What follows belongs to an exercise in optimizing a design on an open flow for small area and a short achievable clock period; a production flow would make more cautious choices. RTL that was checked went through simulation tests only; none was proved equivalent to the original. Function not checked in runs 3 and 4: the RTL went through the layout flow alone.

[flow/config.mk]
export PLATFORM = sky130hd
export DESIGN_NAME = mod
export DESIGN_NICKNAME = mod
export VERILOG_FILES = /design/flow/design.v
export SDC_FILE = /design/flow/constraint.sdc
export NUM_CORES = 4
export LEC_CHECK = 0
export ABC_AREA = 1
export CAP_MARGIN = 20
export CORE_MARGIN = 2
export CORE_UTILIZATION = 40
export SETUP_SLACK_MARGIN = 3.1
export SLEW_MARGIN = 20
[flow/constraint.sdc]
create_clock -name core_clock -period 5.2 [get_ports {clk}]
set_input_delay 1.0400 -clock core_clock [delete_from_list [all_inputs] [get_ports {clk}]]
set_output_delay 1.0400 -clock core_clock [all_outputs]
set_load 0.01 [all_outputs]
[flow/design.v]
`timescale 1ns / 1ps
module mod (
    input logic clk,
    input logic reset,
    input logic [15:0] samp,
    output logic pull,
    output logic pdata
);
    localparam logic [39:0] TH = 40'h00014CCCCC;
    logic [7:0]  cnt;
    logic [15:0] sv;
    logic [39:2] xb;
    logic [39:8] pb;
    logic [1:0] q;
    logic [3:1] cx, cx_n;
    logic [3:1] cp, cp_n;
    logic        q_out;     
    logic        pull_r;    
    wire [11:0] d0_0 = xb[13:2];
    wire o0 = 1'b0;
    wire [11:0] d1_0 = xb[25:14];
    wire a1_1 = &xb[25:14];
    wire a2_1 = &xb[25:15];
    wire g1 = a1_1 & cx[1];
    wire p1 = (a1_1 & !cx[1]) | (a2_1 & !xb[14] & cx[1]);
    wire o1 = g1 | (p1 & o0);
    wire [6:0] d2_0 = xb[32:26];
    wire a1_2 = &xb[32:26];
    wire a2_2 = &xb[32:27];
    wire g2 = a1_2 & cx[2];
    wire p2 = (a1_2 & !cx[2]) | (a2_2 & !xb[26] & cx[2]);
    wire o2 = g2 | (p2 & o1);
    wire [6:0] d3_0 = xb[39:33];
    wire s393_0 = (xb[39:33] >= 7'd64);
    wire s393_1 = ((xb[39:33] >= 7'd63) && (xb[39:33] <= 7'd126));
    wire s393_2 = ((xb[39:33] >= 7'd62) && (xb[39:33] <= 7'd125));
    wire y39 = (o2 ? (cx[3] ? s393_2 : s393_1) : (cx[3] ? s393_1 : s393_0));
    wire yz1_0 = (xb[25:14] <= 12'd2047);
    wire yz1_1 = (xb[25:14] <= 12'd2046) || (xb[25:14] == 12'd4095);
    wire yz1_2 = (xb[25:14] <= 12'd2045) || (xb[25:14] >= 12'd4094);
    wire yz2_0 = (xb[32:26] == 7'd0);
    wire yz2_1 = (xb[32:26] == 7'd127);
    wire yz2_2 = (xb[32:26] == 7'd126);
    wire yz3_0 = (xb[39:33] == 7'd0) || (xb[39:33] == 7'd64);
    wire yz3_1 = (xb[39:33] == 7'd63) || (xb[39:33] == 7'd127);
    wire yz3_2 = (xb[39:33] == 7'd62) || (xb[39:33] == 7'd126);
    wire yz = (o0 ? (cx[1] ? yz1_2 : yz1_1) : (cx[1] ? yz1_1 : yz1_0)) & (o1 ? (cx[2] ? yz2_2 : yz2_1) : (cx[2] ? yz2_1 : yz2_0)) & (o2 ? (cx[3] ? yz3_2 : yz3_1) : (cx[3] ? yz3_1 : yz3_0));
    wire ya1_0 = (xb[25:14] >= 12'd2048);
    wire ya1_1 = ((xb[25:14] >= 12'd2047) && (xb[25:14] <= 12'd4094));
    wire ya1_2 = ((xb[25:14] >= 12'd2046) && (xb[25:14] <= 12'd4093));
    wire ya2_0 = (xb[32:26] == 7'd127);
    wire ya2_1 = (xb[32:26] == 7'd126);
    wire ya2_2 = (xb[32:26] == 7'd125);
    wire ya3_0 = (xb[39:33] == 7'd63) || (xb[39:33] == 7'd127);
    wire ya3_1 = (xb[39:33] == 7'd62) || (xb[39:33] == 7'd126);
    wire ya3_2 = (xb[39:33] == 7'd61) || (xb[39:33] == 7'd125);
    wire ya = (o0 ? (cx[1] ? ya1_2 : ya1_1) : (cx[1] ? ya1_1 : ya1_0)) & (o1 ? (cx[2] ? ya2_2 : ya2_1) : (cx[2] ? ya2_1 : ya2_0)) & (o2 ? (cx[3] ? ya3_2 : ya3_1) : (cx[3] ? ya3_1 : ya3_0));
    wire ge1a0_0 = (xb[13:2] >= 12'd819);
    wire ge1s1_0 = ((xb[25:14] >= 12'd1332) && (xb[25:14] <= 12'd2047)) || (xb[25:14] >= 12'd3380);
    wire ge1e1_0 = (xb[25:14] == 12'd1331) || (xb[25:14] == 12'd3379);
    wire ge1s1_1 = ((xb[25:14] >= 12'd1331) && (xb[25:14] <= 12'd2046)) || ((xb[25:14] >= 12'd3379) && (xb[25:14] <= 12'd4094));
    wire ge1e1_1 = (xb[25:14] == 12'd1330) || (xb[25:14] == 12'd3378);
    wire ge1s1_2 = ((xb[25:14] >= 12'd1330) && (xb[25:14] <= 12'd2045)) || ((xb[25:14] >= 12'd3378) && (xb[25:14] <= 12'd4093));
    wire ge1e1_2 = (xb[25:14] == 12'd1329) || (xb[25:14] == 12'd3377);
    wire ge1 = ((o0 ? (cx[1] ? ge1s1_2 : ge1s1_1) : (cx[1] ? ge1s1_1 : ge1s1_0)) | ((o0 ? (cx[1] ? ge1e1_2 : ge1e1_1) : (cx[1] ? ge1e1_1 : ge1e1_0)) & ge1a0_0));
    wire le2a0_0 = (xb[13:2] <= 12'd3276);
    wire le2s1_0 = (xb[25:14] <= 12'd715) || ((xb[25:14] >= 12'd2048) && (xb[25:14] <= 12'd2763));
    wire le2e1_0 = (xb[25:14] == 12'd716) || (xb[25:14] == 12'd2764);
    wire le2s1_1 = (xb[25:14] <= 12'd714) || ((xb[25:14] >= 12'd2047) && (xb[25:14] <= 12'd2762)) || (xb[25:14] == 12'd4095);
    wire le2e1_1 = (xb[25:14] == 12'd715) || (xb[25:14] == 12'd2763);
    wire le2s1_2 = (xb[25:14] <= 12'd713) || ((xb[25:14] >= 12'd2046) && (xb[25:14] <= 12'd2761)) || (xb[25:14] >= 12'd4094);
    wire le2e1_2 = (xb[25:14] == 12'd714) || (xb[25:14] == 12'd2762);
    wire le2 = ((o0 ? (cx[1] ? le2s1_2 : le2s1_1) : (cx[1] ? le2s1_1 : le2s1_0)) | ((o0 ? (cx[1] ? le2e1_2 : le2e1_1) : (cx[1] ? le2e1_1 : le2e1_0)) & le2a0_0));
    wire c0 = !y39 & (!yz | ge1);
    wire c1 = !y39 & (!ya | le2);
    wire s1 = xb[10] ^ pb[10] ^ q[0];
    wire c2 = (xb[10] & pb[10]) | (xb[10] & q[0]) | (pb[10] & q[0]);
    wire s3 = xb[11] ^ pb[11] ^ q[0];
    wire c4 = (xb[11] & pb[11]) | (xb[11] & q[0]) | (pb[11] & q[0]);
    wire s5 = xb[12] ^ pb[12];
    wire c6 = xb[12] & pb[12];
    wire s7 = xb[13] ^ pb[13] ^ cp[1];
    wire c8 = (xb[13] & pb[13]) | (xb[13] & cp[1]) | (pb[13] & cp[1]);
    wire s9 = xb[14] ^ pb[14] ^ q[0];
    wire c10 = (xb[14] & pb[14]) | (xb[14] & q[0]) | (pb[14] & q[0]);
    wire s11 = xb[15] ^ pb[15] ^ q[0];
    wire c12 = (xb[15] & pb[15]) | (xb[15] & q[0]) | (pb[15] & q[0]);
    wire s13 = xb[16] ^ pb[16];
    wire c14 = xb[16] & pb[16];
    wire s15 = xb[17] ^ pb[17] ^ cp[2];
    wire c16 = (xb[17] & pb[17]) | (xb[17] & cp[2]) | (pb[17] & cp[2]);
    wire s17 = xb[18] ^ pb[18] ^ q[0];
    wire c18 = (xb[18] & pb[18]) | (xb[18] & q[0]) | (pb[18] & q[0]);
    wire s19 = xb[19] ^ pb[19] ^ q[0];
    wire c20 = (xb[19] & pb[19]) | (xb[19] & q[0]) | (pb[19] & q[0]);
    wire s21 = xb[20] ^ pb[20];
    wire c22 = xb[20] & pb[20];
    wire s23 = xb[21] ^ pb[21];
    wire c24 = xb[21] & pb[21];
    wire s25 = xb[22] ^ pb[22] ^ q[0];
    wire c26 = (xb[22] & pb[22]) | (xb[22] & q[0]) | (pb[22] & q[0]);
    wire s27 = xb[23] ^ pb[23];
    wire c28 = xb[23] & pb[23];
    wire s29 = xb[24] ^ pb[24] ^ cp[3];
    wire c30 = (xb[24] & pb[24]) | (xb[24] & cp[3]) | (pb[24] & cp[3]);
    wire s31 = xb[25] ^ pb[25] ^ q[0];
    wire c32 = (xb[25] & pb[25]) | (xb[25] & q[0]) | (pb[25] & q[0]);
    wire s33 = xb[26] ^ pb[26];
    wire c34 = xb[26] & pb[26];
    wire s35 = xb[27] ^ pb[27];
    wire c36 = xb[27] & pb[27];
    wire s37 = xb[28] ^ pb[28];
    wire c38 = xb[28] & pb[28];
    wire s39 = xb[29] ^ pb[29];
    wire c40 = xb[29] & pb[29];
    wire s41 = xb[30] ^ pb[30];
    wire c42 = xb[30] & pb[30];
    wire s43 = xb[31] ^ pb[31];
    wire c44 = xb[31] & pb[31];
    wire s45 = xb[32] ^ pb[32];
    wire c46 = xb[32] & pb[32];
    wire s47 = xb[33] ^ pb[33];
    wire c48 = xb[33] & pb[33];
    wire s49 = xb[34] ^ pb[34];
    wire c50 = xb[34] & pb[34];
    wire s51 = xb[35] ^ pb[35];
    wire c52 = xb[35] & pb[35];
    wire s53 = xb[36] ^ pb[36];
    wire c54 = xb[36] & pb[36];
    wire s55 = xb[37] ^ pb[37];
    wire c56 = xb[37] & pb[37];
    wire s57 = xb[38] ^ pb[38];
    wire c58 = xb[38] & pb[38];
    wire s59 = xb[39] ^ pb[39];
    wire c60 = xb[39] & pb[39];
    wire [12:0] xs61 = {1'b0, s7, s5, s3, s1, xb[9], xb[8], xb[7], xb[6], xb[5], xb[4], xb[3], xb[2]} + {1'b0, c6, c4, c2, 1'b0, pb[9], pb[8], q[0], q[0], 1'b0, 1'b0, q[0], q[0]} + 13'(1'b0);
    assign cx_n[1] = xs61[12];
    wire [12:0] xs62 = {1'b0, s31, s29, s27, s25, s23, s21, s19, s17, s15, s13, s11, s9} + {1'b0, c30, c28, c26, c24, c22, c20, c18, c16, c14, c12, c10, c8} + 13'(cx[1]);
    assign cx_n[2] = xs62[12];
    wire s63 = s33 ^ c32 ^ cx[2];
    wire c64 = (s33 & c32) | (s33 & cx[2]) | (c32 & cx[2]);
    wire s65 = s35 ^ c34 ^ c64;
    wire c66 = (s35 & c34) | (s35 & c64) | (c34 & c64);
    wire s67 = s37 ^ c36 ^ c66;
    wire c68 = (s37 & c36) | (s37 & c66) | (c36 & c66);
    wire s69 = s39 ^ c38 ^ c68;
    wire c70 = (s39 & c38) | (s39 & c68) | (c38 & c68);
    wire s71 = s41 ^ c40 ^ c70;
    wire c72 = (s41 & c40) | (s41 & c70) | (c40 & c70);
    wire s73 = s43 ^ c42 ^ c72;
    wire c74 = (s43 & c42) | (s43 & c72) | (c42 & c72);
    wire s75 = s45 ^ c44 ^ c74;
    wire c76 = (s45 & c44) | (s45 & c74) | (c44 & c74);
    assign cx_n[3] = c76;
    wire s77 = s47 ^ c46 ^ cx[3];
    wire c78 = (s47 & c46) | (s47 & cx[3]) | (c46 & cx[3]);
    wire s79 = s49 ^ c48 ^ c78;
    wire c80 = (s49 & c48) | (s49 & c78) | (c48 & c78);
    wire s81 = s51 ^ c50 ^ c80;
    wire c82 = (s51 & c50) | (s51 & c80) | (c50 & c80);
    wire s83 = s53 ^ c52 ^ c82;
    wire c84 = (s53 & c52) | (s53 & c82) | (c52 & c82);
    wire s85 = s55 ^ c54 ^ c84;
    wire c86 = (s55 & c54) | (s55 & c84) | (c54 & c84);
    wire s87 = s57 ^ c56 ^ c86;
    wire c88 = (s57 & c56) | (s57 & c86) | (c56 & c86);
    wire s89 = s59 ^ c58 ^ c88;
    wire c90 = (s59 & c58) | (s59 & c88) | (c58 & c88);
    wire [5:0] ps91 = {1'b0, pb[12], pb[11], pb[10], pb[9], pb[8]} + {1'b0, ~sv[4], ~sv[3], ~sv[2], ~sv[1], ~sv[0]} + 6'(1'b1);
    assign cp_n[1] = ps91[5];
    wire [4:0] ps92 = {1'b0, pb[16], pb[15], pb[14], pb[13]} + {1'b0, ~sv[8], ~sv[7], ~sv[6], ~sv[5]} + 5'(cp[1]);
    assign cp_n[2] = ps92[4];
    wire [7:0] ps93 = {1'b0, pb[23], pb[22], pb[21], pb[20], pb[19], pb[18], pb[17]} + {1'b0, ~sv[15], ~sv[14], ~sv[13], ~sv[12], ~sv[11], ~sv[10], ~sv[9]} + 8'(cp[2]);
    assign cp_n[3] = ps93[7];
    wire inc94 = cp[3] & !(~q[1]);
    wire dec95 = (~q[1]) & !cp[3];
    wire t96 = inc94 | dec95;
    wire s97 = pb[24] ^ t96;
    wire t98 = (inc94 & pb[24]) | (dec95 & !(pb[24]));
    wire s99 = pb[25] ^ t98;
    wire t100 = (inc94 & pb[24] & pb[25]) | (dec95 & !(pb[24] | pb[25]));
    wire s101 = pb[26] ^ t100;
    wire t102 = (inc94 & pb[24] & pb[25] & pb[26]) | (dec95 & !(pb[24] | pb[25] | pb[26]));
    wire s103 = pb[27] ^ t102;
    wire t104 = (inc94 & pb[24] & pb[25] & pb[26] & pb[27]) | (dec95 & !(pb[24] | pb[25] | pb[26] | pb[27]));
    wire s105 = pb[28] ^ t104;
    wire t106 = (inc94 & pb[24] & pb[25] & pb[26] & pb[27] & pb[28]) | (dec95 & !(pb[24] | pb[25] | pb[26] | pb[27] | pb[28]));
    wire s107 = pb[29] ^ t106;
    wire t108 = (inc94 & pb[24] & pb[25] & pb[26] & pb[27] & pb[28] & pb[29]) | (dec95 & !(pb[24] | pb[25] | pb[26] | pb[27] | pb[28] | pb[29]));
    wire s109 = pb[30] ^ t108;
    wire t110 = (inc94 & pb[24] & pb[25] & pb[26] & pb[27] & pb[28] & pb[29] & pb[30]) | (dec95 & !(pb[24] | pb[25] | pb[26] | pb[27] | pb[28] | pb[29] | pb[30]));
    wire s111 = pb[31] ^ t110;
    wire t112 = (inc94 & pb[24] & pb[25] & pb[26] & pb[27] & pb[28] & pb[29] & pb[30] & pb[31]) | (dec95 & !(pb[24] | pb[25] | pb[26] | pb[27] | pb[28] | pb[29] | pb[30] | pb[31]));
    wire s113 = pb[32] ^ t112;
    wire t114 = (inc94 & pb[24] & pb[25] & pb[26] & pb[27] & pb[28] & pb[29] & pb[30] & pb[31] & pb[32]) | (dec95 & !(pb[24] | pb[25] | pb[26] | pb[27] | pb[28] | pb[29] | pb[30] | pb[31] | pb[32]));
    wire s115 = pb[33] ^ t114;
    wire t116 = (inc94 & pb[24] & pb[25] & pb[26] & pb[27] & pb[28] & pb[29] & pb[30] & pb[31] & pb[32] & pb[33]) | (dec95 & !(pb[24] | pb[25] | pb[26] | pb[27] | pb[28] | pb[29] | pb[30] | pb[31] | pb[32] | pb[33]));
    wire s117 = pb[34] ^ t116;
    wire t118 = (inc94 & pb[24] & pb[25] & pb[26] & pb[27] & pb[28] & pb[29] & pb[30] & pb[31] & pb[32] & pb[33] & pb[34]) | (dec95 & !(pb[24] | pb[25] | pb[26] | pb[27] | pb[28] | pb[29] | pb[30] | pb[31] | pb[32] | pb[33] | pb[34]));
    wire s119 = pb[35] ^ t118;
    wire t120 = (inc94 & pb[24] & pb[25] & pb[26] & pb[27] & pb[28] & pb[29] & pb[30] & pb[31] & pb[32] & pb[33] & pb[34] & pb[35]) | (dec95 & !(pb[24] | pb[25] | pb[26] | pb[27] | pb[28] | pb[29] | pb[30] | pb[31] | pb[32] | pb[33] | pb[34] | pb[35]));
    wire s121 = pb[36] ^ t120;
    wire t122 = (inc94 & pb[24] & pb[25] & pb[26] & pb[27] & pb[28] & pb[29] & pb[30] & pb[31] & pb[32] & pb[33] & pb[34] & pb[35] & pb[36]) | (dec95 & !(pb[24] | pb[25] | pb[26] | pb[27] | pb[28] | pb[29] | pb[30] | pb[31] | pb[32] | pb[33] | pb[34] | pb[35] | pb[36]));
    wire s123 = pb[37] ^ t122;
    wire t124 = (inc94 & pb[24] & pb[25] & pb[26] & pb[27] & pb[28] & pb[29] & pb[30] & pb[31] & pb[32] & pb[33] & pb[34] & pb[35] & pb[36] & pb[37]) | (dec95 & !(pb[24] | pb[25] | pb[26] | pb[27] | pb[28] | pb[29] | pb[30] | pb[31] | pb[32] | pb[33] | pb[34] | pb[35] | pb[36] | pb[37]));
    wire s125 = pb[38] ^ t124;
    wire t126 = (inc94 & pb[24] & pb[25] & pb[26] & pb[27] & pb[28] & pb[29] & pb[30] & pb[31] & pb[32] & pb[33] & pb[34] & pb[35] & pb[36] & pb[37] & pb[38]) | (dec95 & !(pb[24] | pb[25] | pb[26] | pb[27] | pb[28] | pb[29] | pb[30] | pb[31] | pb[32] | pb[33] | pb[34] | pb[35] | pb[36] | pb[37] | pb[38]));
    wire s127 = pb[39] ^ t126;
    wire [39:2] xb_n = {s89, s87, s85, s83, s81, s79, s77, s75, s73, s71, s69, s67, s65, s63, xs62[11], xs62[10], xs62[9], xs62[8], xs62[7], xs62[6], xs62[5], xs62[4], xs62[3], xs62[2], xs62[1], xs62[0], xs61[11], xs61[10], xs61[9], xs61[8], xs61[7], xs61[6], xs61[5], xs61[4], xs61[3], xs61[2], xs61[1], xs61[0]};
    wire [39:8] pb_n = {s127, s125, s123, s121, s119, s117, s115, s113, s111, s109, s107, s105, s103, s101, s99, s97, ps93[6], ps93[5], ps93[4], ps93[3], ps93[2], ps93[1], ps93[0], ps92[3], ps92[2], ps92[1], ps92[0], ps91[4], ps91[3], ps91[2], ps91[1], ps91[0]};
    always_ff @(posedge clk or posedge reset) begin
        if (reset) begin
            cnt <= 8'hFF;
            pull_r <= 1'b1;
            sv  <= '0;
            xb  <= 38'h2000533332;
            pb  <= '0;
            q   <= '0;
            q_out <= 1'b0;
            cx  <= '0;
            cp  <= '0;
        end else begin
            cnt <= cnt + 8'd1;
            pull_r <= (cnt == 8'hFE);
            if (cnt == 8'hFF) sv <= samp;
            xb  <= xb_n;
            pb  <= pb_n;
            cx  <= cx_n;
            cp  <= cp_n;
            q[0] <= q[0] ? c1 : c0;
            q[1] <= q[1] ? c1 : c0;
            q_out <= q_out ? c1 : c0;
        end
    end
    assign pull  = pull_r;
    assign pdata = q_out;
endmodule
[flow/flow/run.sh]
#!/bin/bash
# The standard layout (the standard.sh), but without Yosys's full-adder
# extraction (ADDER_MAP_FILE empty): ABC then maps the adders itself, into
# faster gates than the fixed sky130 fa/ha cells. Registers are unchanged.
# The port buffers are the smallest buffer cell (buffer_ports -buffer_cell).
set -euo pipefail
bash standard.sh ADDER_MAP_FILE= 'BUFFER_PORTS_ARGS=-buffer_cell sky130_fd_sc_hd__buf_1'  finish > standard_flow.log 2>&1
[flow/standard.sh]
#!/bin/bash
# synth_recipe.tcl (not shown) runs the flow's synth.tcl, then flattens the netlist and writes it again
# the make line also repeats each setting of config.mk as NAME=value (left out here)
make -C /OpenROAD-flow-scripts/flow DESIGN_CONFIG=/design/flow/config.mk WORK_HOME=/design/flow/orfs CLKGATE_MAP_FILE= SYNTH_SCRIPT=/design/flow/synth_recipe.tcl "${@:-finish}"
==> impl_metrics.json, run 1 <==
{
  "status": "finished clean",
  "grt_pass1_wl_mm": 23.5,
  "wl_met2_mm": 6.19,
  "top_layer": "met4",
  "synth_warnings": 1,
  "drt_wl_total_mm": 13.7,
  "critPathBufInv": 1,
  "synth_top_area_share_pct": 30.9,
  "clk_pin_slew_ns": 0.08,
  "synth_seq_cells": 104,
  "clk_latency_ns": 0.36,
  "netlist_top_cells_area": "dfrtp_1 (31%), nand2_1 (15%), dfstp_2 (8.2%)",
  "grt-ovfl-total": 0,
  "cts_inserted_buffers": 9,
  "startpoint_type": "flip-flop",
  "synth-edff-count": 0,
  "antenna_cells": 0,
  "cts_tree": "built",
  "drive_gt1_share_pct": 13.1,
  "pin_count": 20,
  "worstPathArrival_ns": 1.01,
  "via_per_inst": 4.72,
  "max_stage_delay_ns": 0.52,
  "place.gp.congestion": 0.832,
  "core_mm2": 0.0165,
  "cts_hold_buf": 0,
  "synth_cell_types": 47,
  "cpLargestDelayFamily": "flip-flops",
  "crit_path_cell_trace": "clkbuf_2",
  "placedCellCount": 1160,
  "clockBufferDepth": 2,
  "cp.required_ns": 4.16,
  "fin_setup_tns_ns": 0,
  "areaGrowthSynthToFinish_pct": 12.4,
  "drt_pass1_iterations": 5,
  "drtIter0Drc": 251,
  "cts_num_sinks": 104,
  "worstMarginPinSlew_ns": 0.901,
  "cp_slowest_cell": "dfstp_2",
  "finalSetupViolCount": 0,
  "cts_max_level": 3,
  "layout_min_cycle_time_ns": 2.05,
  "hold_slack_ns": 0.485,
  "numPortBuffers": 19,
  "slew_violations": 0,
  "wl_met3_um": 386,
  "grt_use_total_pct": 16.1,
  "syn_nets": 946,
  "ys_seq_area_share_pct": 39.1,
  "rsz0062_at_grt": "yes",
  "fillCellCount": 1668,
  "die_w_um": 134,
  "synthFlopType": "dfrtp_1",
  "cp_max_fo": 1,
  "nets": 982,
  "start_util_pct": 40.6,
  "drc": 0,
  "die_h_um": 134,
  "antenna_found_initial": 0,
  "hold_class": "reg2reg",
  "fmax_mhz": 488,
  "grt_max_degree": 42,
  "hold_violations": 0,
  "syn_area_mm2": 0.00672,
  "slew_headroom_pct": 39.6,
  "avgSynthCellArea_um2": 7.24,
  "ant_nets": 0,
  "wire_per_inst_um": 11.5,
  "worstSetupEndpointType": "primary output",
  "cts_root_buffer": "clkbuf_16",
  "fin_crit_sh_pct": 39.4,
  "syn-instance-count": 928,
  "die_area_mm2": 0.0178,
  "final.setup_skew_ns": 0.0106,
  "dr_total_vias": 5615,
  "layout.cells.non_filler": 1189,
  "async_flop_share_pct": 100,
  "synth_area_leader_cell": "dfrtp_1",
  "rows": 47,
  "maxCapViolations": 0,
  "grt_pass1_vias": 5135,
  "worst-setup-path-type": "reg2out",
  "post-dp-hpwl_mm": 10.1,
  "met1_length_mm": 6.98
}
sequential cells by signal, indices dropped and copies added, names as in the netlist:
| signal | flops |
|---|---|
| cnt | 8 |
| cx | 3 |
| pull_r | 1 |
| q | 2 |
| xb | 38 |
| cp | 3 |
| sv | 16 |
| q_out | 1 |
| pb | 32 |
path summary, 6_finish.rpt:
check	endpoint	slack [ns]	depth (start not counted)	start
max	pull	3.15	1	pull_r
min	xb[2]	0.49	1	xb[2]
max reg2reg	cx[2]	3.25	14	xb[19]
min reg2reg	xb[2]	0.49	1	xb[2]
max in group asynchronous	xb[24]	3.52	3	reset
min in group asynchronous	pb[15]	0.82	2	reset
layout by cell type (no fill, tap or decap), types with 4 or more instances in the layout:
master and n:
a31oi_1 6, mux2_2 8, nor2_4 6, a21oi_1 38, dfrtp_1 78, inv_1 109
nor2_2 8, o21ai_1 7, nor3_1 11, xor2_1 55, xnor2_1 21, buf_4 13
nor2_1 105, or2_2 12, o22ai_1 5, nand3_1 50, dfstp_2 21, dfrtp_2 4
nand3b_1 8, nand2_2 12, inv_2 5, nand2_1 258, nand4_1 13, buf_1 18
clkbuf_16 9, o21ai_0 39
synthesized netlist by cell type, drive strengths merged, types with 15 or more instances:
master  count
nor2      119
nand3      54
a21oi      39
dfrtp      83
nand2     273
xnor2      21
inv       116
xor2       57
dfstp      21
o21ai      46
nand4      15
layout make-up:
| type | count | area (µm²) | area share [%] |
|---|---|---|---|
| clock inverters | 7 | 95.1 | 1.26 |
| inverters | 117 | 448 | 5.93 |
| clock buffers | 9 | 225 | 2.98 |
| flip-flops and latches | 104 | 2640 | 34.9 |
| repair buffers | 33 | 190 | 2.52 |
| well taps | 220 | 275 | 3.65 |
| repair inverters | 1 | 5.00 | 0.0663 |
| multi-input cells | 698 | 3670 | 48.7 |
through the flow:
step                      area, µm²  worst slack (ns)  utilization, %
after floorplan                6720              2.93               -
after global placement         7020              2.79            42.5
after detailed placement       7020              2.75            42.5
after CTS                      7350              3.10            44.5
after global routing           7550              3.08            45.7
final                          7550              3.15            45.7
what timing repair did:
action	4_1_cts	5_1_grt
gates cloned	0	1
buffers inserted	0	12
endpoints found under the setup margin	17	37
pin swaps	0	5
resized for setup	2	36
metal layers:
layer / vias up / global-route usage, %
met5: - / 0
met4: 0 / 3.01
met3: 8 / 3.58
met2: 50 / 26.4
met1: 2520 / 22.1
li1: 3037 / -
cells by family (layout without fill, tap and decap cells):
family          after synthesis  in the layout  share of synthesized area, %
mux                           8              8                          1.34
flops                       104            104                          39.1
compound gates              108            108                          8.76
simple gates                503            503                          33.1
fa+ha+maj                     1              1                         0.149
xor+xnor                     78             78                          10.2
buf+inv                     126            167                          7.38
==> run 2, diff against run 1 <==
--- a/flow/config.mk
+++ b/flow/config.mk
@@ -11,3 +11,3 @@
 export CORE_UTILIZATION = 40
-export SETUP_SLACK_MARGIN = 3.1
+export SETUP_SLACK_MARGIN = 2.95
 export SLEW_MARGIN = 20
==> run 2 against run 1 <==
Compared with the run above:
- still clean
- setup slack got worse by 0.023 ns
- routed wire length fell by 2.5%
- sequential share of layout area rose by 0.85 points
- clock skew fell by 0.0011 ns
- via count fell by 1.0%
- non-clock buffer count fell by 11
- area after synthesis did not move
- first-iteration DRC count fell by 6.4%
==> impl_metrics.json, run 2 <==
{
  "largest_registers": "xb (38), pb (32), sv (16)",
  "fin_crit_sh_pct": 39.9,
  "synth_top_area_share_pct": 30.9,
  "cts_max_level": 3,
  "crit_path_cell_trace": "buf_1",
  "drt_pass1_iterations": 4,
  "drive_gt1_share_pct": 9.30,
  "cts_num_sinks": 104,
  "cts_hold_buf": 0,
  "status": "finished clean",
  "numPortBuffers": 19,
  "clk_pin_slew_ns": 0.08,
  "grt_pass1_vias": 5131,
  "dpl_worst_slack_ns": 2.75,
  "netlist_top_cells_area": "dfrtp_1 (31%), nand2_1 (15%), dfstp_2 (8.2%)",
  "die_h_um": 134,
  "top_register": "xb",
  "drt_wl_total_mm": 13.3,
  "synth-edff-count": 0,
  "maxCapViolations": 0,
  "ant_nets": 0,
  "areaGrowthSynthToFinish_pct": 9.58,
  "antenna_cells": 0,
  "start_util_pct": 40.6,
  "final.setup_skew_ns": 0.00947,
  "clk_latency_ns": 0.35,
  "largest_reg_flops": 38,
  "die_area_mm2": 0.0178,
  "layout_min_cycle_time_ns": 2.07,
  "hold_slack_ns": 0.485,
  "wire_per_inst_um": 11.3,
  "cts_root_buffer": "clkbuf_16",
  "cp_slowest_cell": "dfstp_2",
  "ys_top_cells_by_count": "nand2_1 (264), inv_1 (112), nor2_1 (110)",
  "worstPathArrival_ns": 1.03,
  "via_per_inst": 4.72,
  "syn-instance-count": 928,
  "synth_area_leader_cell": "dfrtp_1",
  "clockBufferDepth": 2,
  "drc": 0,
  "hold_class": "reg2reg",
  "cp_max_fo": 1,
  "max_stage_delay_ns": 0.52,
  "worst-setup-path-type": "reg2out",
  "avgSynthCellArea_um2": 7.24,
  "grt_pass1_wl_mm": 23.5,
  "cts_tree": "built",
  "antenna_found_initial": 0,
  "worstSetupEndpointType": "primary output",
  "ys_seq_area_share_pct": 39.1,
  "cts_inserted_buffers": 9,
  "fmax_mhz": 483,
  "pin_count": 20,
  "synthFlopType": "dfrtp_1",
  "rows": 47,
  "finalSetupViolCount": 0,
  "rsz0062_at_grt": "yes",
  "cpLargestDelayFamily": "flip-flops",
  "synth_most_common_cell": "nand2_1",
  "async_flop_share_pct": 100,
  "syn_area_mm2": 0.00672,
  "utilization_pct": 44.5,
  "syn_nets": 946,
  "startpoint_type": "flip-flop",
  "die_w_um": 134,
  "cp.required_ns": 4.16,
  "slew_headroom_pct": 41.6,
  "final_cell_mix": "nand2_1 (264), inv_1 (111), nor2_1 (110)",
  "grt-ovfl-total": 0,
  "post-dp-hpwl_mm": 10.1,
  "hold_violations": 0,
  "core_mm2": 0.0165,
  "place.gp.congestion": 0.832,
  "grt_use_total_pct": 16.1,
  "drtIter0Drc": 235,
  "synth_cell_types": 47,
  "critPathBufInv": 1,
  "fin_setup_tns_ns": 0,
  "slew_violations": 0,
  "finalWorstSetupSlack_ns": 3.13,
  "synth_seq_cells": 104,
  "nets": 970,
  "synth_warnings": 1,
  "worstMarginPinSlew_ns": 0.874,
  "fillCellCount": 1678,
  "dr_total_vias": 5558,
  "final_common_cell": "nand2_1",
  "grt_max_degree": 42
}
-- run 2: cell count changes in the layout (fill, tap and decap cells not counted), sizes merged --
cell      delta
buf         -10
clkinvlp     -1
clkbuf       -1
-- run 2: final timing paths --
kind,startpoint,to,slack (ns),depth (start not counted)
min in group asynchronous,reset,pb[38],0.84,2
worst min register to register,xb[2],xb[2],0.48,1
worst max register to register,cnt[0],sv[10],3.17,4
worst max-delay path,pull_r,pull,3.13,1
worst min-delay path,xb[2],xb[2],0.48,1
max in group asynchronous,reset,xb[22],3.38,3
-- run 2: logic make-up (layout without fill, tap and decap cells) --
family / after synthesis / after routing / synth area share (%)
compound gates: 108 / 108 / 8.76
xor+xnor: 78 / 78 / 10.2
fa+ha+maj: 1 / 1 / 0.149
buf+inv: 126 / 155 / 7.38
flops: 104 / 104 / 39.1
mux: 8 / 8 / 1.34
simple gates: 503 / 503 / 33.1
-- run 2: metal layers --
metal  wire [µm]  global-route usage (%)  vias to the layer above
li1            -                       -                     3010
met1        6810                    22.2                     2475
met3         400                    3.58                       10
met5           0                       0                        -
met2        6030                    26.3                       63
met4         111                    3.01                        0
-- run 2: what timing repair did --
action,CTS,global route
buffers inserted,0,1
pin swaps,0,1
resized for setup,1,3
setup endpoints to repair,14,13
-- run 2: final cells by class --
type / count / area [µm²] / area share [%]
well taps: 220 / 275 / 3.74
clock buffers: 9 / 225 / 3.06
repair buffers: 22 / 93.8 / 1.28
flip-flops and latches: 104 / 2630 / 35.8
inverters: 117 / 445 / 6.05
multi-input cells: 698 / 3590 / 48.8
clock inverters: 7 / 95.1 / 1.29
-- run 2: through the flow --
stage	cell area, µm²	instances
after floorplan	6720	928
after detailed placement	7020	1160
after global placement	7020	1160
after global routing	7360	1177
final	7360	1177
after CTS	7350	1176
==> run 3, diff against run 2 <==
--- a/flow/design.v
+++ b/flow/design.v
@@ -13,3 +13,3 @@
     logic [39:8] pb;
-    logic [1:0] q;
+    logic [0:0] q;
     logic [3:1] cx, cx_n;
@@ -174,4 +174,4 @@
     assign cp_n[3] = ps93[7];
-    wire inc94 = cp[3] & !(~q[1]);
-    wire dec95 = (~q[1]) & !cp[3];
+    wire inc94 = cp[3] & !(~q[0]);
+    wire dec95 = (~q[0]) & !cp[3];
     wire t96 = inc94 | dec95;
@@ -230,3 +230,2 @@
             q[0] <= q[0] ? c1 : c0;
-            q[1] <= q[1] ? c1 : c0;
             q_out <= q_out ? c1 : c0;
--- a/flow/config.mk
+++ b/flow/config.mk
@@ -11,3 +11,3 @@
 export CORE_UTILIZATION = 40
-export SETUP_SLACK_MARGIN = 2.95
+export SETUP_SLACK_MARGIN = 3.0
 export SLEW_MARGIN = 20
==> run 3 against run 2 <==
Compared with the run above:
- sequential share of layout area hardly changed
- global-route usage is 0.64 points lower
- worst hold slack improved by 0.0031 ns
- cell count is 0.85% lower
- via count is 2.7% lower
- sequential cell count is 1 lower
- largest cell class unchanged
- highest routed layer unchanged
==> impl_metrics.json, run 3 <==
{
  "slew_headroom_pct": 49.1,
  "drc": 0,
  "maxCapViolations": 0,
  "rrSetupSlack_ns": 3.19,
  "holdPathStages": 1,
  "fin_setup_tns_ns": 0,
  "layout.cells.non_filler": 1167,
  "fin_crit_sh_pct": 39.3,
  "grt_pass1_vias": 5003,
  "status": "finished clean",
  "grt-ovfl-total": 0,
  "areaGrowthSynthToFinish_pct": 10.7,
  "place.gp.congestion": 0.865,
  "cts_num_sinks": 103,
  "critPathBufInv": 1,
  "synth_top_area_share_pct": 31.2,
  "synth_most_common_cell": "nand2_1",
  "drtIter0Drc": 275,
  "async_flop_share_pct": 100,
  "ys_top_cells_by_count": "nand2_1 (253), inv_1 (126), nor2_1 (122)",
  "avgSynthCellArea_um2": 7.18,
  "die_h_um": 132,
  "synthFlopType": "dfrtp_1",
  "cp.required_ns": 4.16,
  "cts_root_buffer": "clkbuf_16",
  "syn_area_mm2": 0.00658,
  "start_util_pct": 41.1,
  "slew_violations": 0,
  "fmax_mhz": 490,
  "ys_seq_area_share_pct": 39.6,
  "die_w_um": 132,
  "final_common_cell": "nand2_1",
  "cp_slowest_cell": "dfstp_2",
  "max_stage_delay_ns": 0.51,
  "finalWorstSetupSlack_ns": 3.16,
  "startpoint_type": "flip-flop",
  "multi_input_area_mm2": 0.00345,
  "worstHoldEndpoint": "cnt[0]",
  "worstPathArrival_ns": 1.00,
  "grt_max_degree": 60,
  "syn_nets": 934,
  "via_per_inst": 4.64,
  "final.setup_skew_ns": 0.0106,
  "core_mm2": 0.0160,
  "drt_wl_total_mm": 12.5,
  "dr_total_vias": 5410,
  "drt_pass1_iterations": 5,
  "placedCellCount": 1147,
  "worstSetupEndpointType": "primary output",
  "top_register": "xb",
  "netlist_top_cells_area": "dfrtp_1 (31%), nand2_1 (14%), dfstp_2 (8.4%)",
  "reg2reg_to": "xb[23]",
  "cts_inserted_buffers": 9,
  "clk_pin_slew_ns": 0.07,
  "fillCellCount": 1681,
  "clk_latency_ns": 0.35,
  "ant_nets": 0,
  "seqCellArea_mm2": 0.00261,
  "cts_max_level": 3,
  "numPortBuffers": 19,
  "rsz0062_at_grt": "no",
  "worstHoldStart": "cnt[0]",
  "synth_area_leader_cell": "dfrtp_1",
  "hold_class": "reg2reg",
  "synth_warnings": 1,
  "dpl_worst_slack_ns": 2.77,
  "syn-instance-count": 916,
  "rr_startpoint": "xb[22]",
  "cts_tree": "built",
  "final_cell_mix": "nand2_1 (252), inv_1 (125), nor2_1 (122)",
  "rr_worst_depth": 13,
  "die_area_mm2": 0.0175,
  "synth_cell_types": 43,
  "wire_per_inst_um": 10.7,
  "synth_seq_cells": 103,
  "hold_violations": 0,
  "antenna_cells": 0,
  "crit_path_cell_trace": "buf_1",
  "antenna_found_initial": 0,
  "grt_pass1_wl_mm": 22.4,
  "utilization_pct": 45.5,
  "grt_use_total_pct": 15.5,
  "largest_reg_flops": 38,
  "rows": 46,
  "finalSetupViolCount": 0,
  "synth-edff-count": 0,
  "worst-setup-path-type": "reg2out",
  "pin_count": 20,
  "drive_gt1_share_pct": 10.5,
  "worstMarginPinSlew_ns": 0.764,
  "layout_min_cycle_time_ns": 2.04,
  "cp_max_fo": 1,
  "post-dp-hpwl_mm": 9.48,
  "clockBufferDepth": 2,
  "nets": 964,
  "cpLargestDelayFamily": "flip-flops",
  "largest_registers": "xb (38), pb (32), sv (16)"
}
-- run 3: changes by cell type in the layout (fill, tap and decap cells not counted), moves of 5 or more --
cell and delta:
inv_1 +14, a21oi_1 -12, nand2_1 -12, nor2_1 +12, nand4_1 -6, nor2_2 +5
-- run 3: repair_timing --
action / CTS / global route
setup endpoints to repair: 16 / 16
hold buffers: 0 / 0
buffers inserted: 0 / 4
gates resized for setup: 1 / 6
-- run 3: routing by layer --
layer  GRT usage, %  vias up  part of all wire (%)
li1               -     2930                     -
met3           3.00        9                   1.8
met4           3.94        0                   1.2
met1           20.9     2445                    52
met5              0        -                     0
met2           25.5       26                    45
-- run 3: final cells by class --
cell class / instances / area share (%)
clock inverter: 6 / 1.37
multi-input combinational: 674 / 47.3
clock buffer: 10 / 3.28
tap: 216 / 3.71
sequential: 103 / 35.8
inverter: 133 / 6.94
timing repair buffer: 25 / 1.60
-- run 3: how the worst max path moves through the flow --
stage	startpoint	cells past startpoint	slack, ns	to
after CTS	q	10	3.07	xb[25]
after global routing	xb[22]	13	3.00	xb[23]
after global placement	q	10	2.84	xb[25]
final	pull_r	1	3.16	pull
after detailed placement	q	10	2.77	xb[25]
after floorplan	reset	1	2.95	cp[1]
-- run 3: through the flow --
stage | instance area [µm²] | hold WS [ns]
after floorplan | 6580 | 0.454
after global placement | 6900 | 0.468
after detailed placement | 6900 | 0.473
after CTS | 7240 | 0.491
after global routing | 7290 | 0.513
final | 7290 | 0.488
-- run 3: kinds of logic (layout without fill, tap and decap cells) --
family                   Yosys count  after routing  share of synthesized area, %
XOR/XNOR                          76             76                          10.1
adder cells (fa/ha/maj)            2              2                         0.304
buffers and inverters            139            174                          8.24
AO/OA/AOI/OAI                     99             99                          8.46
AND/OR/NAND/NOR                  491            491                          32.3
multiplexers                       6              6                          1.03
flip-flops                       103            103                          39.6
==> run 4, diff against run 3 <==
--- a/flow/design.v
+++ b/flow/design.v
@@ -13,3 +13,3 @@
     logic [39:8] pb;
-    logic [0:0] q;
+    logic [1:0] q;
     logic [3:1] cx, cx_n;
@@ -18,9 +18,9 @@
     logic        pull_r;    
-    wire [11:0] d0_0 = xb[13:2];
+    wire [13:0] d0_0 = xb[15:2];
     wire o0 = 1'b0;
-    wire [11:0] d1_0 = xb[25:14];
-    wire a1_1 = &xb[25:14];
-    wire a2_1 = &xb[25:15];
+    wire [9:0] d1_0 = xb[25:16];
+    wire a1_1 = &xb[25:16];
+    wire a2_1 = &xb[25:17];
     wire g1 = a1_1 & cx[1];
-    wire p1 = (a1_1 & !cx[1]) | (a2_1 & !xb[14] & cx[1]);
+    wire p1 = (a1_1 & !cx[1]) | (a2_1 & !xb[16] & cx[1]);
     wire o1 = g1 | (p1 & o0);
@@ -37,5 +37,5 @@
     wire y39 = (o2 ? (cx[3] ? s393_2 : s393_1) : (cx[3] ? s393_1 : s393_0));
-    wire yz1_0 = (xb[25:14] <= 12'd2047);
-    wire yz1_1 = (xb[25:14] <= 12'd2046) || (xb[25:14] == 12'd4095);
-    wire yz1_2 = (xb[25:14] <= 12'd2045) || (xb[25:14] >= 12'd4094);
+    wire yz1_0 = (xb[25:16] <= 10'd511);
+    wire yz1_1 = (xb[25:16] <= 10'd510) || (xb[25:16] == 10'd1023);
+    wire yz1_2 = (xb[25:16] <= 10'd509) || (xb[25:16] >= 10'd1022);
     wire yz2_0 = (xb[32:26] == 7'd0);
@@ -47,5 +47,5 @@
     wire yz = (o0 ? (cx[1] ? yz1_2 : yz1_1) : (cx[1] ? yz1_1 : yz1_0)) & (o1 ? (cx[2] ? yz2_2 : yz2_1) : (cx[2] ? yz2_1 : yz2_0)) & (o2 ? (cx[3] ? yz3_2 : yz3_1) : (cx[3] ? yz3_1 : yz3_0));
-    wire ya1_0 = (xb[25:14] >= 12'd2048);
-    wire ya1_1 = ((xb[25:14] >= 12'd2047) && (xb[25:14] <= 12'd4094));
-    wire ya1_2 = ((xb[25:14] >= 12'd2046) && (xb[25:14] <= 12'd4093));
+    wire ya1_0 = (xb[25:16] >= 10'd512);
+    wire ya1_1 = ((xb[25:16] >= 10'd511) && (xb[25:16] <= 10'd1022));
+    wire ya1_2 = ((xb[25:16] >= 10'd510) && (xb[25:16] <= 10'd1021));
     wire ya2_0 = (xb[32:26] == 7'd127);
@@ -57,17 +57,17 @@
     wire ya = (o0 ? (cx[1] ? ya1_2 : ya1_1) : (cx[1] ? ya1_1 : ya1_0)) & (o1 ? (cx[2] ? ya2_2 : ya2_1) : (cx[2] ? ya2_1 : ya2_0)) & (o2 ? (cx[3] ? ya3_2 : ya3_1) : (cx[3] ? ya3_1 : ya3_0));
-    wire ge1a0_0 = (xb[13:2] >= 12'd819);
-    wire ge1s1_0 = ((xb[25:14] >= 12'd1332) && (xb[25:14] <= 12'd2047)) || (xb[25:14] >= 12'd3380);
-    wire ge1e1_0 = (xb[25:14] == 12'd1331) || (xb[25:14] == 12'd3379);
-    wire ge1s1_1 = ((xb[25:14] >= 12'd1331) && (xb[25:14] <= 12'd2046)) || ((xb[25:14] >= 12'd3379) && (xb[25:14] <= 12'd4094));
-    wire ge1e1_1 = (xb[25:14] == 12'd1330) || (xb[25:14] == 12'd3378);
-    wire ge1s1_2 = ((xb[25:14] >= 12'd1330) && (xb[25:14] <= 12'd2045)) || ((xb[25:14] >= 12'd3378) && (xb[25:14] <= 12'd4093));
-    wire ge1e1_2 = (xb[25:14] == 12'd1329) || (xb[25:14] == 12'd3377);
+    wire ge1a0_0 = (xb[15:2] >= 14'd13107);
+    wire ge1s1_0 = ((xb[25:16] >= 10'd333) && (xb[25:16] <= 10'd511)) || (xb[25:16] >= 10'd845);
+    wire ge1e1_0 = (xb[25:16] == 10'd332) || (xb[25:16] == 10'd844);
+    wire ge1s1_1 = ((xb[25:16] >= 10'd332) && (xb[25:16] <= 10'd510)) || ((xb[25:16] >= 10'd844) && (xb[25:16] <= 10'd1022));
+    wire ge1e1_1 = (xb[25:16] == 10'd331) || (xb[25:16] == 10'd843);
+    wire ge1s1_2 = ((xb[25:16] >= 10'd331) && (xb[25:16] <= 10'd509)) || ((xb[25:16] >= 10'd843) && (xb[25:16] <= 10'd1021));
+    wire ge1e1_2 = (xb[25:16] == 10'd330) || (xb[25:16] == 10'd842);
     wire ge1 = ((o0 ? (cx[1] ? ge1s1_2 : ge1s1_1) : (cx[1] ? ge1s1_1 : ge1s1_0)) | ((o0 ? (cx[1] ? ge1e1_2 : ge1e1_1) : (cx[1] ? ge1e1_1 : ge1e1_0)) & ge1a0_0));
-    wire le2a0_0 = (xb[13:2] <= 12'd3276);
-    wire le2s1_0 = (xb[25:14] <= 12'd715) || ((xb[25:14] >= 12'd2048) && (xb[25:14] <= 12'd2763));
-    wire le2e1_0 = (xb[25:14] == 12'd716) || (xb[25:14] == 12'd2764);
-    wire le2s1_1 = (xb[25:14] <= 12'd714) || ((xb[25:14] >= 12'd2047) && (xb[25:14] <= 12'd2762)) || (xb[25:14] == 12'd4095);
-    wire le2e1_1 = (xb[25:14] == 12'd715) || (xb[25:14] == 12'd2763);
-    wire le2s1_2 = (xb[25:14] <= 12'd713) || ((xb[25:14] >= 12'd2046) && (xb[25:14] <= 12'd2761)) || (xb[25:14] >= 12'd4094);
-    wire le2e1_2 = (xb[25:14] == 12'd714) || (xb[25:14] == 12'd2762);
+    wire le2a0_0 = (xb[15:2] <= 14'd3276);
+    wire le2s1_0 = (xb[25:16] <= 10'd178) || ((xb[25:16] >= 10'd512) && (xb[25:16] <= 10'd690));
+    wire le2e1_0 = (xb[25:16] == 10'd179) || (xb[25:16] == 10'd691);
+    wire le2s1_1 = (xb[25:16] <= 10'd177) || ((xb[25:16] >= 10'd511) && (xb[25:16] <= 10'd689)) || (xb[25:16] == 10'd1023);
+    wire le2e1_1 = (xb[25:16] == 10'd178) || (xb[25:16] == 10'd690);
+    wire le2s1_2 = (xb[25:16] <= 10'd176) || ((xb[25:16] >= 10'd510) && (xb[25:16] <= 10'd688)) || (xb[25:16] >= 10'd1022);
+    wire le2e1_2 = (xb[25:16] == 10'd177) || (xb[25:16] == 10'd689);
     wire le2 = ((o0 ? (cx[1] ? le2s1_2 : le2s1_1) : (cx[1] ? le2s1_1 : le2s1_0)) | ((o0 ? (cx[1] ? le2e1_2 : le2e1_1) : (cx[1] ? le2e1_1 : le2e1_0)) & le2a0_0));
@@ -135,6 +135,6 @@
     wire c60 = xb[39] & pb[39];
-    wire [12:0] xs61 = {1'b0, s7, s5, s3, s1, xb[9], xb[8], xb[7], xb[6], xb[5], xb[4], xb[3], xb[2]} + {1'b0, c6, c4, c2, 1'b0, pb[9], pb[8], q[0], q[0], 1'b0, 1'b0, q[0], q[0]} + 13'(1'b0);
-    assign cx_n[1] = xs61[12];
-    wire [12:0] xs62 = {1'b0, s31, s29, s27, s25, s23, s21, s19, s17, s15, s13, s11, s9} + {1'b0, c30, c28, c26, c24, c22, c20, c18, c16, c14, c12, c10, c8} + 13'(cx[1]);
-    assign cx_n[2] = xs62[12];
+    wire [14:0] xs61 = {1'b0, s11, s9, s7, s5, s3, s1, xb[9], xb[8], xb[7], xb[6], xb[5], xb[4], xb[3], xb[2]} + {1'b0, c10, c8, c6, c4, c2, 1'b0, pb[9], pb[8], q[0], q[0], 1'b0, 1'b0, q[0], q[0]} + 15'(1'b0);
+    assign cx_n[1] = xs61[14];
+    wire [10:0] xs62 = {1'b0, s31, s29, s27, s25, s23, s21, s19, s17, s15, s13} + {1'b0, c30, c28, c26, c24, c22, c20, c18, c16, c14, c12} + 11'(cx[1]);
+    assign cx_n[2] = xs62[10];
     wire s63 = s33 ^ c32 ^ cx[2];
@@ -174,4 +174,4 @@
     assign cp_n[3] = ps93[7];
-    wire inc94 = cp[3] & !(~q[0]);
-    wire dec95 = (~q[0]) & !cp[3];
+    wire inc94 = cp[3] & !(~q[1]);
+    wire dec95 = (~q[1]) & !cp[3];
     wire t96 = inc94 | dec95;
@@ -208,3 +208,3 @@
     wire s127 = pb[39] ^ t126;
-    wire [39:2] xb_n = {s89, s87, s85, s83, s81, s79, s77, s75, s73, s71, s69, s67, s65, s63, xs62[11], xs62[10], xs62[9], xs62[8], xs62[7], xs62[6], xs62[5], xs62[4], xs62[3], xs62[2], xs62[1], xs62[0], xs61[11], xs61[10], xs61[9], xs61[8], xs61[7], xs61[6], xs61[5], xs61[4], xs61[3], xs61[2], xs61[1], xs61[0]};
+    wire [39:2] xb_n = {s89, s87, s85, s83, s81, s79, s77, s75, s73, s71, s69, s67, s65, s63, xs62[9], xs62[8], xs62[7], xs62[6], xs62[5], xs62[4], xs62[3], xs62[2], xs62[1], xs62[0], xs61[13], xs61[12], xs61[11], xs61[10], xs61[9], xs61[8], xs61[7], xs61[6], xs61[5], xs61[4], xs61[3], xs61[2], xs61[1], xs61[0]};
     wire [39:8] pb_n = {s127, s125, s123, s121, s119, s117, s115, s113, s111, s109, s107, s105, s103, s101, s99, s97, ps93[6], ps93[5], ps93[4], ps93[3], ps93[2], ps93[1], ps93[0], ps92[3], ps92[2], ps92[1], ps92[0], ps91[4], ps91[3], ps91[2], ps91[1], ps91[0]};
@@ -230,2 +230,3 @@
             q[0] <= q[0] ? c1 : c0;
+            q[1] <= q[1] ? c1 : c0;
             q_out <= q_out ? c1 : c0;
==> run 4 against run 3 <==
Compared with the run above:
- highest routed layer unchanged
- global-route usage fell by 0.23 points
- core utilization fell by 1.2 points
- non-clock buffer count fell by 4
- setup slack got worse by 0.013 ns
- critical path depth did not move
- final area fell by 0.15%
==> impl_metrics.json, run 4 <==
{
  "cts_inserted_buffers": 9,
  "rr_startpoint": "q[0]",
  "netlist_top_cells_area": "dfrtp_1 (31%), nand2_1 (16%), dfstp_2 (8.3%)",
  "cp_max_fo": 1,
  "die_area_mm2": 0.0177,
  "grt_pass1_wl_mm": 22.0,
  "layout.cells.non_filler": 1162,
  "syn_area_mm2": 0.00666,
  "hold_violations": 0,
  "synth_cell_types": 45,
  "syn-instance-count": 914,
  "ys_top_cells_by_count": "nand2_1 (285), inv_1 (111), nor2_1 (107)",
  "drtIter0Drc": 228,
  "grt_use_total_pct": 15.2,
  "async_flop_share_pct": 100,
  "finalSetupViolCount": 0,
  "cp.required_ns": 4.16,
  "cp.depth": 1,
  "syn_nets": 932,
  "synth_warnings": 1,
  "die_w_um": 133,
  "drive_gt1_share_pct": 11.0,
  "post-dp-hpwl_mm": 9.46,
  "cts_max_level": 3,
  "utilization_pct": 44.3,
  "maxCapViolations": 0,
  "hold_class": "reg2reg",
  "via_per_inst": 4.64,
  "start_util_pct": 40.6,
  "final_cell_mix": "nand2_1 (285), inv_1 (110), nor2_1 (105)",
  "wire_per_inst_um": 10.7,
  "drt_pass1_iterations": 4,
  "pin_count": 20,
  "worstPathArrival_ns": 1.02,
  "ant_nets": 0,
  "fin_setup_tns_ns": 0,
  "rr_worst_depth": 13,
  "hold_slack_ns": 0.490,
  "nets": 955,
  "placedCellCount": 1146,
  "rrSetupSlack_ns": 3.23,
  "holdPathStages": 2,
  "worstSetupEndpointType": "primary output",
  "layout_min_cycle_time_ns": 2.06,
  "startpoint_type": "flip-flop",
  "ys_seq_area_share_pct": 39.5,
  "max_stage_delay_ns": 0.52,
  "numPortBuffers": 19,
  "drt_wl_total_mm": 12.4,
  "grt-ovfl-total": 0,
  "endpoint": "pull",
  "cts_num_sinks": 104,
  "rows": 47,
  "clk_latency_ns": 0.36,
  "slew_headroom_pct": 44.8,
  "reg2reg_to": "xb[24]",
  "grt_max_degree": 40,
  "fmax_mhz": 486,
  "cts_hold_buf": 0,
  "status": "finished clean",
  "core_mm2": 0.0164,
  "synth_most_common_cell": "nand2_1",
  "crit_path_cell_trace": "buf_1",
  "grt_pass1_vias": 5022,
  "rsz0062_at_grt": "no",
  "die_h_um": 133,
  "antenna_cells": 0,
  "critPathBufInv": 1,
  "synth-edff-count": 0,
  "largest_registers": "xb (38), pb (32), sv (16)",
  "synth_top_area_share_pct": 31.2,
  "cts_tree": "built",
  "largest_reg_flops": 38,
  "areaGrowthSynthToFinish_pct": 9.29,
  "synth_area_leader_cell": "dfrtp_1",
  "antenna_found_initial": 0,
  "place.gp.congestion": 0.819,
  "cts_root_buffer": "clkbuf_16",
  "cpLargestDelayFamily": "flip-flops",
  "clockBufferDepth": 2,
  "slew_violations": 0,
  "synth_seq_cells": 104,
  "top_register": "xb",
  "worst-setup-path-type": "reg2out",
  "synthFlopType": "dfrtp_1",
  "cp-startpoint": "pull_r",
  "drc": 0,
  "cp_slowest_cell": "dfstp_2",
  "fin_crit_sh_pct": 39.5,
  "final.setup_skew_ns": 0.0120,
  "final_common_cell": "nand2_1",
  "worstMarginPinSlew_ns": 0.827,
  "clk_pin_slew_ns": 0.07,
  "dr_total_vias": 5388,
  "avgSynthCellArea_um2": 7.28
}
-- run 4: logic make-up after synthesis --
| group | synth area share [%] |
|---|---|
| AND/OR/NAND/NOR | 33.0 |
| flip-flops | 39.5 |
| multiplexers | 2.42 |
| XOR/XNOR | 9.61 |
| buffers and inverters | 7.56 |
| AO/OA/AOI/OAI | 7.97 |
-- run 4: how the worst min path moves through the flow --
stage               slack (ns)      to   start
global route              0.51  cnt[0]  cnt[0]
finish                    0.49  pull_r  cnt[1]
floorplan                 0.45  pull_r  cnt[5]
global placement          0.48  cnt[0]  cnt[0]
detailed placement        0.47  cnt[0]  cnt[0]
CTS                       0.49  pull_r  cnt[1]
-- run 4: what timing repair did --
item                                    in CTS  in global routing
endpoints found under the setup margin      14                 13
cloned                                       0                  0
gates resized for setup                      1                  4
setup buffers                                0                  0
-- run 4: area by class of cell --
type | count | area, µm²
clock buffer | 10 | 229
clock inverter | 6 | 76.3
fill | 1683 | 9130
inverter | 116 | 442
multi-input combinational | 685 | 3530
sequential | 104 | 2630
tap | 220 | 275
timing repair buffer | 21 | 86.3
-- run 4: layer usage --
| layer | up-vias | share of wire [%] | track usage (%) |
|---|---|---|---|
| met5 | - | 0 | 0 |
| met4 | 0 | 1.3 | 4.78 |
| met3 | 14 | 2.2 | 3.26 |
| met2 | 47 | 47 | 25.6 |
| met1 | 2389 | 50 | 19.6 |
| li1 | 2938 | - | - |
-- run 4: through the flow --
step                      area, µm²  worst slack [ns]
after global routing           7270              3.02
final                          7270              3.14
after global placement         6960              2.89
after CTS                      7260              3.12
after detailed placement       6960              2.83
after floorplan                6660              2.93
==> run 5, diff against run 4 <==
--- a/flow/design.v
+++ b/flow/design.v
@@ -13,3 +13,3 @@
     logic [39:8] pb;
-    logic [1:0] q;
+    logic [0:0] q;
     logic [3:1] cx, cx_n;
@@ -174,4 +174,4 @@
     assign cp_n[3] = ps93[7];
-    wire inc94 = cp[3] & !(~q[1]);
-    wire dec95 = (~q[1]) & !cp[3];
+    wire inc94 = cp[3] & !(~q[0]);
+    wire dec95 = (~q[0]) & !cp[3];
     wire t96 = inc94 | dec95;
@@ -230,3 +230,2 @@
             q[0] <= q[0] ? c1 : c0;
-            q[1] <= q[1] ? c1 : c0;
             q_out <= q_out ? c1 : c0;
--- a/flow/config.mk
+++ b/flow/config.mk
@@ -11,3 +11,3 @@
 export CORE_UTILIZATION = 40
-export SETUP_SLACK_MARGIN = 3.0
+export SETUP_SLACK_MARGIN = 3.1
 export SLEW_MARGIN = 20
==> run 5 against run 4 <==
Compared with the run above:
- area after synthesis down 2.1%
- via count down 2.2%
- worst hold slack worse by 0.0033 ns
- final area up 0.22%
- die area down 2.1%
- register-to-register slack worse by 0.04 ns
- first-iteration DRC count down 32%
- critical path depth unchanged
- maximum frequency up 0.83%
- critical path type unchanged
==> impl_metrics.json, run 5 <==
{
  "hold_class": "reg2reg",
  "die_h_um": 132,
  "drive_gt1_share_pct": 12.8,
  "crit_path_cell_trace": "clkbuf_2",
  "synth_most_common_cell": "nand2_1",
  "fillCellCount": 1625,
  "synth_cell_types": 46,
  "finalSetupViolCount": 0,
  "grt_use_total_pct": 15.0,
  "antenna_cells": 0,
  "seqCellArea_mm2": 0.00261,
  "worstMarginPinSlew_ns": 0.711,
  "fmax_mhz": 490,
  "avgSynthCellArea_um2": 7.43,
  "synth_top_area_share_pct": 31.5,
  "cts_hold_buf": 0,
  "rsz0062_at_grt": "yes",
  "reg2reg_to": "pb[38]",
  "via_per_inst": 4.64,
  "netlist_top_cells_area": "dfrtp_1 (32%), nand2_1 (15%), dfstp_2 (8.5%)",
  "cts_max_level": 3,
  "drt_wl_total_mm": 12.3,
  "synth_area_leader_cell": "dfrtp_1",
  "utilization_pct": 45.9,
  "areaGrowthSynthToFinish_pct": 11.9,
  "dr_total_vias": 5268,
  "rr_startpoint": "q",
  "ys_seq_area_share_pct": 40.0,
  "final_cell_mix": "nand2_1 (263), nor2_1 (97), inv_1 (94)",
  "syn-instance-count": 877,
  "slew_violations": 0,
  "die_area_mm2": 0.0173,
  "critPathBufInv": 1,
  "cp_slowest_cell": "dfstp_2",
  "synth-edff-count": 0,
  "grt_pass1_wl_mm": 21.6,
  "syn_area_mm2": 0.00651,
  "slew_headroom_pct": 52.6,
  "place.gp.congestion": 0.830,
  "cts_root_buffer": "clkbuf_16",
  "fin_setup_tns_ns": 0,
  "cts_inserted_buffers": 9,
  "ys_top_cells_by_count": "nand2_1 (267), nor2_1 (101), inv_1 (96)",
  "worstHoldStart": "cnt[3]",
  "grt_pass1_vias": 4919,
  "startpoint_type": "flip-flop",
  "worstPathArrival_ns": 1.00,
  "core_mm2": 0.0159,
  "cp.required_ns": 4.16,
  "syn_nets": 895,
  "post-dp-hpwl_mm": 9.10,
  "final_common_cell": "nand2_1",
  "cts_tree": "built",
  "max_stage_delay_ns": 0.52,
  "wire_per_inst_um": 10.8,
  "synth_seq_cells": 103,
  "final.setup_skew_ns": 0.00734,
  "clk_latency_ns": 0.36,
  "top_register": "xb",
  "hold_violations": 0,
  "clockBufferDepth": 2,
  "cts_num_sinks": 103,
  "numPortBuffers": 19,
  "antenna_found_initial": 0,
  "drt_pass1_iterations": 4,
  "largest_registers": "xb (38), pb (32), sv (16)",
  "clk_pin_slew_ns": 0.08,
  "drc": 0,
  "nets": 933,
  "synth_warnings": 1,
  "rr_worst_depth": 12,
  "start_util_pct": 41.0,
  "rows": 46,
  "multi_input_area_mm2": 0.00352,
  "maxCapViolations": 0,
  "die_w_um": 132,
  "grt-ovfl-total": 0,
  "worst-setup-path-type": "reg2out",
  "cpLargestDelayFamily": "flip-flops",
  "pin_count": 20,
  "rrSetupSlack_ns": 3.19,
  "async_flop_share_pct": 100,
  "synthFlopType": "dfrtp_1",
  "layout_min_cycle_time_ns": 2.04,
  "drtIter0Drc": 154,
  "largest_reg_flops": 38,
  "grt_max_degree": 57,
  "status": "finished clean",
  "cp_max_fo": 1,
  "ant_nets": 0,
  "fin_crit_sh_pct": 39.2,
  "worstSetupEndpointType": "primary output",
  "holdPathStages": 2,
  "worstHoldEndpoint": "pull_r"
}
==> run 5: worst max-delay path by stage <==
stage / start / end / slack (ns) / cells after the start
after detailed placement: q / xb[24] / 2.64 / 13
after CTS: pull_r / pull / 3.12 / 1
final: pull_r / pull / 3.16 / 1
after global routing: q / pb[39] / 3.05 / 12
after global placement: q / xb[32] / 2.65 / 15
after floorplan: reset / cp[1] / 2.95 / 1
==> run 5: per-stage QoR <==
stage / hold slack, ns / area [µm²] / setup WS [ns] / instances
after floorplan: 0.453 / 6520 / 2.95 / 877
after global placement: 0.473 / 6830 / 2.65 / 1108
after detailed placement: 0.475 / 6830 / 2.64 / 1108
after CTS: 0.493 / 7170 / 3.12 / 1128
after global routing: 0.507 / 7290 / 3.05 / 1136
final: 0.487 / 7290 / 3.16 / 1136
==> run 5: repair_timing <==
item                       4_1_cts  5_1_grt
setup endpoints to repair       46       29
gates resized for setup          4       19
setup buffers                    4        8
pin swaps                        0        9
==> run 5: per-layer routing <==
| layer | wire (µm) | part of all wire [%] | global-route usage (%) | vias to the layer above |
|---|---|---|---|---|
| met2 | 5690 | 46 | 25.1 | 43 |
| met1 | 6180 | 50 | 19.8 | 2368 |
| met4 | 127 | 1.0 | 3.62 | 0 |
| li1 | - | - | - | 2849 |
| met5 | 0 | 0 | 0 | - |
| met3 | 279 | 2.3 | 3.16 | 8 |
==> run 5: final cells by class <==
cell class / instances / area share [%]
inverters: 106 / 5.54
clock buffers: 10 / 3.14
clock inverters: 6 / 0.789
repair buffers: 33 / 2.78
well taps: 216 / 3.71
flip-flops and latches: 103 / 35.8
multi-input cells: 662 / 48.2
==> run 5: cells by family (layout without fill, tap and decap cells) <==
| logic type | count (synthesis) | count (layout) | synth area share (%) |
|---|---|---|---|
| buffers and inverters | 112 | 155 | 6.84 |
| and+or+nand+nor | 476 | 476 | 32.0 |
| xor gates and xnor gates | 81 | 81 | 11.0 |
| muxes | 12 | 12 | 2.07 |
| AOI/OAI and AO/OA | 93 | 93 | 8.07 |
| DFF | 103 | 103 | 40.0 |
==> run 5: worst reg2reg max path: cells and delay by family (launching register included) <==
family	cells	cell delay, ns
flops	1	0.52
compound gates	1	0.17
buf+inv	2	0.24
simple gates	9	0.96

==> port drivers added, routing unchanged <==
No port has a modelled driver above. Below, the same layouts with a new extraction and two added sets of constraints.
Step 1 (the two cells are an assumption about what drives the block):
set clk [get_ports {clk}]
set_driving_cell -lib_cell sky130_fd_sc_hd__clkbuf_16 $clk
set_driving_cell -lib_cell sky130_fd_sc_hd__buf_2 [delete_from_list [all_inputs] $clk]
Step 2 times the ports against the registers' clock, not the clock port: input delays grow and output delays shrink by t, the midpoint of the rising clock arrivals with the driver on.
Three values: no drivers, after step 1, after step 2; two values: the first two.
run | t (ns) | setup WS [ns] | worst register clock-pin slew, ns | worst slew at a driven data input, ns | cell pins on the clock port's net
run 1 | 0.399 | 3.151 / 3.109 / 3.146 | 0.08 / 0.08 | 0.04 | 1
run 2 | 0.395 | 3.128 / 3.085 / 3.005 | 0.08 / 0.08 | 0.04 | 1
run 3 | 0.393 | 3.157 / 3.114 / 3.188 | 0.08 / 0.08 | 0.03 | 1
run 4 | 0.397 | 3.144 / 3.102 / 3.021 | 0.08 / 0.08 | 0.03 | 1
run 5 | 0.396 | 3.161 / 3.119 / 3.189 | 0.08 / 0.08 | 0.03 | 1
After both steps setup and hold are still met in every run listed. Setup slack includes reset recovery checks.
